What follows belongs to an exercise in optimizing a design on an open flow for small area, a short achievable clock period and few clock cycles; a production flow would make more cautious choices.
In this exercise RTL edits were held to simulation tests only and were not proved equivalent to the original.
Power and IR drop assume default switching activity.

Design ddr_rw, start of the top module:
module ddr_rw
(
   input               c3_clk0,
   input               c3_rst0,                
   input               pic_store_done,         
   output reg          lbp_finish,             
   output reg          c3_p0_cmd_en,
   output reg [2:0]    c3_p0_cmd_instr,
   output reg [5:0]    c3_p0_cmd_bl,
   output reg [29:0]   c3_p0_cmd_byte_addr,
   input               c3_p0_cmd_full,
   output reg          c3_p0_wr_en,
   output reg [15:0]   c3_p0_wr_mask,
   output reg [127:0]  c3_p0_wr_data,
   input               c3_p0_wr_full,
   output reg          c3_p0_rd_en,
   input  [127:0]      c3_p0_rd_data,
   input               c3_p0_rd_empty
);
function [12:0] hp;
   input [15:0] p;
   hp = {p[15:12], p[10:6], p[4:1]};
endfunction
function [15:0] add2;
   input [12:0] x;
   input [12:0] y;
   add2 = {{1'b0, x[12:9]} + {1'b0, y[12:9]},
           {1'b0, x[8:4]}  + {1'b0, y[8:4]},
           {1'b0, x[3:0]}  + {1'b0, y[3:0]}};
endfunction
function [12:0] qs;
   input [12:0] x;
   input [12:0] y;
   qs = {{1'b0, x[12:10]} + {1'b0, y[12:10]},
         {1'b0, x[8:5]}   + {1'b0, y[8:5]},
         {1'b0, x[3:1]}   + {1'b0, y[3:1]}};
endfunction
function [15:0] add3;
   input [12:0] a;
   input [12:0] b;
   input [12:0] s;
   add3 = {{2'b0, a[12:10]} + {2'b0, b[12:10]} + {1'b0, s[12:9]},
           {2'b0, a[8:5]}   + {2'b0, b[8:5]}   + {1'b0, s[8:4]},
           {2'b0, a[3:1]}   + {2'b0, b[3:1]}   + {1'b0, s[3:0]}};
endfunction
localparam PH_O0 = 3'd0,    
           PH_LD = 3'd1,    
           PH_O1 = 3'd2,    
           PH_X1 = 3'd3,    
           PH_EW = 3'd4,    
           PH_E0 = 3'd5,    
           PH_E1 = 3'd6;    
reg        run;
reg [2:0]  ph;
reg [3:0]  dj;
reg [6:0]  dr;
reg        ddone;
reg [1:0]  pc;
reg [4:0]  rj;         
reg [6:0]  rr;
reg        rdone;
reg [6:0]  ocnt;       
reg [3:0]  wj;
reg [8:0]  wrow;       
reg        clast;      
reg [63:0] pa;         
reg [63:0] tw;         
reg [51:0] pb;         
reg [12:0] p8;         
wire [15:0] hd [0:7];
genvar g;
generate for (g = 0; g < 8; g = g + 1) begin : hdsplit
   assign hd[g] = c3_p0_rd_data[127-16*g -: 16];
end endgenerate
reg         hsel;      
reg         esel;      
reg  [51:0] yq;
reg  [51:0] ys;        
wire [12:0] xh [0:4];
  ...
For scale: ~2300 cells after synthesis, roughly 500 flip-flops, ~320 I/O pins, about 23000 µm² of cells after synthesis.
Settings: LEC_CHECK=0, ABC_AREA=1, CAP_MARGIN=20, CORE_MARGIN=2, CORE_UTILIZATION=60, PLACE_DENSITY=0.7, SETUP_SLACK_MARGIN=5, SLEW_MARGIN=20; clock period 8.0 ns.
standard.sh (not shown) runs the stock make flow with config.mk's settings and CLKGATE_MAP_FILE= SYNTH_SCRIPT=/design/flow/synth_recipe.tcl, a recipe that flattens the netlist after the stock synthesis.
==> flow/flow/run.sh <==
#!/bin/bash
# Layout flow: the standard ORFS layout (standard.sh, unchanged synthesis),
# with two changes to how the layout is made:
#  - the input and output port buffers inserted before global placement are
#    sky130_fd_sc_hd__buf_1 cells instead of the resizer's default choice
#    (every port still gets its own buffer; later repair may resize them);
#  - clock tree synthesis clusters up to CLUSTER sinks per leaf buffer and
#    inserts no dummy loads.
set -euo pipefail
export BUFFER_PORTS_ARGS="-buffer_cell sky130_fd_sc_hd__buf_1"
export CTS_ARGS="-sink_clustering_enable -repair_clock_nets -buf_list {sky130_fd_sc_hd__clkbuf_4 sky130_fd_sc_hd__clkbuf_8} -dont_use_dummy_load"
bash standard.sh finish > standard_flow.log 2>&1
Testbench counts at the start, summed over its fixed seeds: cycles 79,446.
Rerun with:
==> flow/flow/run.sh (replaced) <==
#!/bin/bash
# Layout flow: the standard ORFS layout (standard.sh, unchanged synthesis),
# with the input and output port buffers inserted before global placement made
# of sky130_fd_sc_hd__buf_1 cells instead of the resizer's default choice.
# Every port still gets its own buffer; later repair may resize them.
set -euo pipefail
export BUFFER_PORTS_ARGS="-buffer_cell sky130_fd_sc_hd__buf_1"
bash standard.sh finish > standard_flow.log 2>&1
- CTS_BUF_LIST: default -> sky130_fd_sc_hd__clkbuf_4 sky130_fd_sc_hd__clkbuf_8
- TNS_END_PERCENT: default -> 0
Clock skew fell by 0.0093 ns.
Design area rose by about 2%.
Power rose by about 7%.
Synthesized cell count is unchanged.
Via count rose by about 1.8%.
Sequential power stays flat.
Worst hold slack is about the same.
Rerun with:
- CAP_MARGIN: 20 -> 0
- SLEW_MARGIN: 20 -> 0
- TNS_END_PERCENT: 0 -> default
Result: Synthesized cell count does not change. Register-to-register slack gains 0.096 ns. Clock power rose by a few percent. Power came out higher slightly. Via count goes down slightly. Core utilization goes up by 0.34 points. Count of clock-buffer cells in the layout went down by 3.

* * *

Setup of v6:
ddr_rw again, from the RTL that the note above started with.
// ddr_rw
module ddr_rw
(
   input               c3_clk0,
   input               c3_rst0,                
   input               pic_store_done,         
   output reg          lbp_finish,             
   output reg          c3_p0_cmd_en,
   output reg [2:0]    c3_p0_cmd_instr,
   output reg [5:0]    c3_p0_cmd_bl,
   output reg [29:0]   c3_p0_cmd_byte_addr,
   input               c3_p0_cmd_full,
   output reg          c3_p0_wr_en,
   output reg [15:0]   c3_p0_wr_mask,
   output reg [127:0]  c3_p0_wr_data,
   input               c3_p0_wr_full,
   output reg          c3_p0_rd_en,
   input  [127:0]      c3_p0_rd_data,
   input               c3_p0_rd_empty
);
clock: 8.0 ns
lec_check: 0
abc_area: 1
cap_margin: 20
core_margin: 2
core_utilization: 60
cts_buf_list: sky130_fd_sc_hd__clkbuf_4 sky130_fd_sc_hd__clkbuf_8
place_density: 0.7
setup_slack_margin: 5
slew_margin: 20
==> flow/flow/run.sh <==
#!/bin/bash
# Layout flow: the standard ORFS layout (standard.sh, unchanged synthesis),
# with the input and output port buffers inserted before global placement made
# of sky130_fd_sc_hd__buf_1 cells instead of the resizer's default choice.
# Every port still gets its own buffer; later repair may resize them.
set -euo pipefail
export BUFFER_PORTS_ARGS="-buffer_cell sky130_fd_sc_hd__buf_1"
bash standard.sh finish > standard_flow.log 2>&1
v6 finished end to end and its layout was clean on timing, DRC and antenna.
Testbench counts of v6, summed over its fixed seeds: cycles 79,446.
The following lists how v7 was set up differently from v6:
Settings: ABC_AREA removed (was 1).
==> results.txt <==
Relative to v6, the layout filler cell count measured on v7 has increased slightly. Between v6 and v7, the share of the cycle needed by the critical path after routing figures differ only marginally. Relative to v6, the power of v7 is lower by 6.2%. Run comparison: v6 library cell contributing the largest single delay on the critical path fa_2; v7 library cell contributing the largest single delay on the critical path dfxtp_1. For aggregate routed wire length, dividing the value from v6 by the value from v7 gives 1.07. Largest clock skew in the final design essentially unchanged between v6 and v7. Global routing met3 resource utilization: v7 vs v6 up 0.60 points. Delta (v7 minus v6): design area went up by 510 um^2; count of clock-buffer cells in the layout went down by 12. Summary: with v6 as the reference, number of buffers created by CTS in v7 moved down slightly. When the final numbers for v6 and v7 were put side by side, the number of DRC markers after the initial detailed-route iteration turned out to be greater in v6.

## static timing again, ports no longer ideal
How much do the figures lean on ideal ports? The routed layouts below were timed once more, with nothing changed but the port constraints. Step 1, drivers: a clkbuf_16 drives c3_clk0 and a buf_2 each remaining input, both assumed. Step 2, shift: input delay + t, output delay - t, t = (earliest + latest rising clock arrival at the registers) / 2. This alone moves slack from input paths to output paths. Slacks: ideal / step 1 / step 2; pairs: ideal / step 1.
run | t (ns) | slack for setup (ns) | worst setup path after step 2
the first run of note 1 | 0.658 | 5.162 / 5.156 / 4.800 | input to register
the second run of note 1 | 0.678 | 5.019 / 5.019 / 4.794 | input to register
the third run of note 1 | 0.667 | 5.115 / 5.115 / 4.767 | input to register
v6 | 0.667 | 5.115 / 5.115 / 4.767 | input to register
v7 | 0.672 | 5.107 / 5.054 / 4.841 | input to register
After both steps every run listed still meets setup and hold. For the first run of note 1, which loses most, drivers alone change the setup slack by -0.006 ns; drivers and shift together by -0.362 ns.
